From an optimization exercise on the open Yosys and OpenROAD flow, aimed at small area; shortcuts taken in it are not production practice.
Where RTL was checked, it was by simulation tests only, not by an equivalence proof against the original.
No activity file was given, so power comes from the tool's default toggle rates.

## picoversat
module picoversat (
             input                 clk,
             input                 rst,
             output                trap,
             output                led,
             output [10-2:0]  imem_addr,
             input [32-1:0]  imem_rdata,
             output                dmem_en,
             output                dmem_we,
             output [10-2:0]  dmem_addr,
             output [32-1:0]  dmem_wdata,
             input [32-1:0]   dmem_rdata
             );
export LEC_CHECK = 0
export CAP_MARGIN = 5
export CORE_MARGIN = 2
export CORE_UTILIZATION = 55
export CTS_CLUSTER_DIAMETER = 100
export CTS_CLUSTER_SIZE = 20
export GPL_TIMING_DRIVEN = 0
export PLACE_DENSITY = 0.65
export SETUP_SLACK_MARGIN = 0.15
export SLEW_MARGIN = 5
export SYNTH_HIERARCHICAL = 1
create_clock -name core_clock -period 7.5 [get_ports {clk}]
run.sh (not shown) runs the stock make flow with config.mk's settings and CLKGATE_MAP_FILE= SYNTH_SCRIPT=/design/flow/synth_recipe.tcl, a recipe that flattens the netlist after the stock synthesis.
Edit:
- CAP_MARGIN: 5 -> 20
- CTS_CLUSTER_DIAMETER: 100 -> 150
- CTS_CLUSTER_SIZE: 20 -> 30
- SLEW_MARGIN: 5 -> 20
Clock-buffer cell count falls by 13.
Area after synthesis is unchanged.
Sequential cell count does not change.
Non-clock buffer count climbs by 13.
Setup slack gains 0.11 ns.
Clock skew grows by 0.0049 ns.
Wire length came out lower by 0.68%.
Global-route usage drops by 0.31 points.
Die area is unchanged.
No run of this note included a check of the RTL's function; only the layout flow was run.


== build 79 ==
Starting RTL as in the previous note.
Settings: LEC_CHECK=0, CAP_MARGIN=5, CORE_MARGIN=2, CORE_UTILIZATION=55, CTS_CLUSTER_DIAMETER=100, CTS_CLUSTER_SIZE=30, GPL_TIMING_DRIVEN=0, PLACE_DENSITY=0.65, SETUP_SLACK_MARGIN=0.15, SLEW_MARGIN=5, SYNTH_HIERARCHICAL=1; clock period 7.5 ns.
standard.sh (not shown) runs the stock make flow with config.mk's settings and CLKGATE_MAP_FILE= SYNTH_SCRIPT=/design/flow/synth_recipe.tcl, a recipe that flattens the netlist after the stock synthesis.
==> flow/flow/run.sh <==
#!/bin/bash
# The standard layout (standard.sh: the standard flow's own ORFS run with the standard
# synthesis), with the port buffers made of the smallest buffer cell
# (sky130_fd_sc_hd__buf_1) instead of ORFS's default choice, and the largest
# plain buffers (buf_12, buf_16) kept out of buffer insertion and sizing, so
# long nets are repaired with smaller buffers. Every input and output port
# still gets its own buffer. ORFS writes each step's log under orfs/logs;
# standard.log holds make's own output.
set -euo pipefail
export BUFFER_PORTS_ARGS="-buffer_cell sky130_fd_sc_hd__buf_1"
export DONT_USE_CELLS="sky130_fd_sc_hd__buf_12 sky130_fd_sc_hd__buf_16"
bash standard.sh > standard.log 2>&1
Build 79: all stages complete, timing, DRC and antenna checks passed
Edits applied to the flow inputs when going from build 79 to build 55:
- CAP_MARGIN now 20, was 5
- CTS_CLUSTER_SIZE now 20, was 30
- SLEW_MARGIN now 20, was 5
==> flow/flow/run.sh <==
#!/bin/bash
set -euo pipefail
export BUFFER_PORTS_ARGS="-buffer_cell sky130_fd_sc_hd__buf_1"
export RECOVER_POWER=100
bash standard.sh > standard.log 2>&1
Notes after the runs:
- Build 79 reached the final stage; the timing, design-rule and antenna checks on its layout passed.
- Build 55 had finished all stages when the layout checks came back failing, citing capacitance limit, slew limit.
- Looking at maximum frequency across both flows, build 55 is the weaker of the two, with build 79 ahead.
- Summary of build 55 over build 79: max-capacitance violation count rose by 17; power rose by about 4.5%; via count rose by 0.82%; final area rose by 1.3%.
The inputs of build 13 differ from those of build 55 as listed below.
- SLEW_MARGIN changed from 20 to 5
- CTS_CLUSTER_SIZE changed from 20 to 30
- CTS_CLUSTER_DIAMETER changed from 100 to 150
- CAP_MARGIN changed from 20 to 5
==> flow/flow/run.sh <==
#!/bin/bash
# The standard layout (standard.sh: the standard flow's own ORFS run with the standard
# synthesis), with the port buffers made of the smallest buffer cell
# (sky130_fd_sc_hd__buf_1) instead of ORFS's default choice. Every input and
# output port still gets its own buffer. ORFS writes each step's log under
# orfs/logs; standard.log holds make's own output.
set -euo pipefail
export BUFFER_PORTS_ARGS="-buffer_cell sky130_fd_sc_hd__buf_1"
bash standard.sh > standard.log 2>&1
==> comparison <==
No stage failed in build 13, and the final checks on the layout all came back clean.
All-layer global routing usage was lower in build 13 than in build 55.
Maximum frequency essentially unchanged between build 13 and build 55.
Build 13 reports its origin of the worst setup path as imem_rdata[28] while build 55 reports imem_rdata[30].
Build 55 and build 13 ended up with nearly the same routed wire length.
Build 13: number of CTS-inserted buffers is 12 lower than what build 55 reported.
No functional check of the RTL was part of any run of this note.


picoversat, a different RTL version from the one above (not shown whole).
Size in the first run: about 2000 cells after synthesis, about 0.024 mm² of cells after synthesis.
==> flow/design.v (excerpt) <==
module picoversat (
             input                 clk,
             input                 rst,
             output                trap,
             output                led,
             output [10-2:0]  imem_addr,
             input [32-1:0]  imem_rdata,
             output                dmem_en,
             output                dmem_we,
             output [10-2:0]  dmem_addr,
             output [32-1:0]  dmem_wdata,
             input [32-1:0]   dmem_rdata
             );
clock: 7.5 ns
lec_check: 0
cap_margin: 5
core_margin: 2
core_utilization: 55
cts_cluster_diameter: 100
cts_cluster_size: 20
gpl_timing_driven: 0
place_density: 0.65
setup_slack_margin: 0.15
slew_margin: 5
synth_hierarchical: 1
==> flow/flow/run.sh <==
#!/bin/bash
# The standard layout (standard.sh: the standard flow's own ORFS run with the standard
# synthesis), with the port buffers made of the smallest buffer cell
# (sky130_fd_sc_hd__buf_1) instead of ORFS's default choice. Every input and
# output port still gets its own buffer. ORFS writes each step's log under
# orfs/logs; standard.log holds make's own output.
set -euo pipefail
export BUFFER_PORTS_ARGS="-buffer_cell sky130_fd_sc_hd__buf_1"
bash standard.sh > standard.log 2>&1
Next try:
- CAP_MARGIN: 5 -> 10
- CORE_UTILIZATION: 55 -> 65
- CTS_CLUSTER_DIAMETER: 100 -> 60
- CTS_CLUSTER_SIZE: 20 -> 30
- PLACE_DENSITY: 0.65 -> 0.75
- SLEW_MARGIN: 5 -> 10
Hold slack stays flat.
Total power goes up by 5.8%.
Wire length falls by 3.4%.
Cell count falls by 3.2%.
Sequential power hardly moves.

port drivers added, routing unchanged:
How much do the figures lean on ideal ports? The routed layouts below were timed once more, with nothing changed but the port constraints. Step 1 sets driving cells, clkbuf_16 on the clock port and buf_2 on the other inputs (assumed; they add their load-dependent delay and slew). Step 2 times the ports against the registers' clock, not the clock port: input delays grow and output delays shrink by t, the midpoint of the rising clock arrivals with the driver on. a / b / c = ideal ports / drivers / drivers and shift; a / b = the first two.
| run | t, ns | slack for setup (ns) | worst hold slack (ns) | slew at the worst register clock pin (ns) |
|---|---|---|---|---|
| the first run of note 1 | 0.631 | 0.262 / 0.298 / -0.332 | 0.481 / 0.481 / 0.481 | 0.09 / 0.09 |
| the second run of note 1 | 0.645 | 0.368 / 0.402 / -0.243 | 0.488 / 0.488 / 0.488 | 0.12 / 0.12 |
| build 79 | 0.647 | 0.301 / 0.335 / -0.313 | 0.480 / 0.480 / 0.480 | 0.12 / 0.12 |
| build 55 | 0.637 | 0.272 / 0.292 / -0.345 | 0.479 / 0.479 / 0.479 | 0.09 / 0.09 |
| build 13 | 0.657 | 0.273 / 0.309 / -0.348 | 0.484 / 0.484 / 0.484 | 0.12 / 0.12 |
| the first run of note 3 | 0.635 | 0.211 / 0.248 / -0.387 | 0.479 / 0.479 / 0.479 | 0.11 / 0.11 |
| the second run of note 3 | 0.647 | 0.235 / 0.271 / -0.376 | 0.481 / 0.481 / 0.481 | 0.11 / 0.11 |
The setup slack of build 13, which loses most, moves by +0.036 ns with the drivers and by -0.621 ns with both steps.
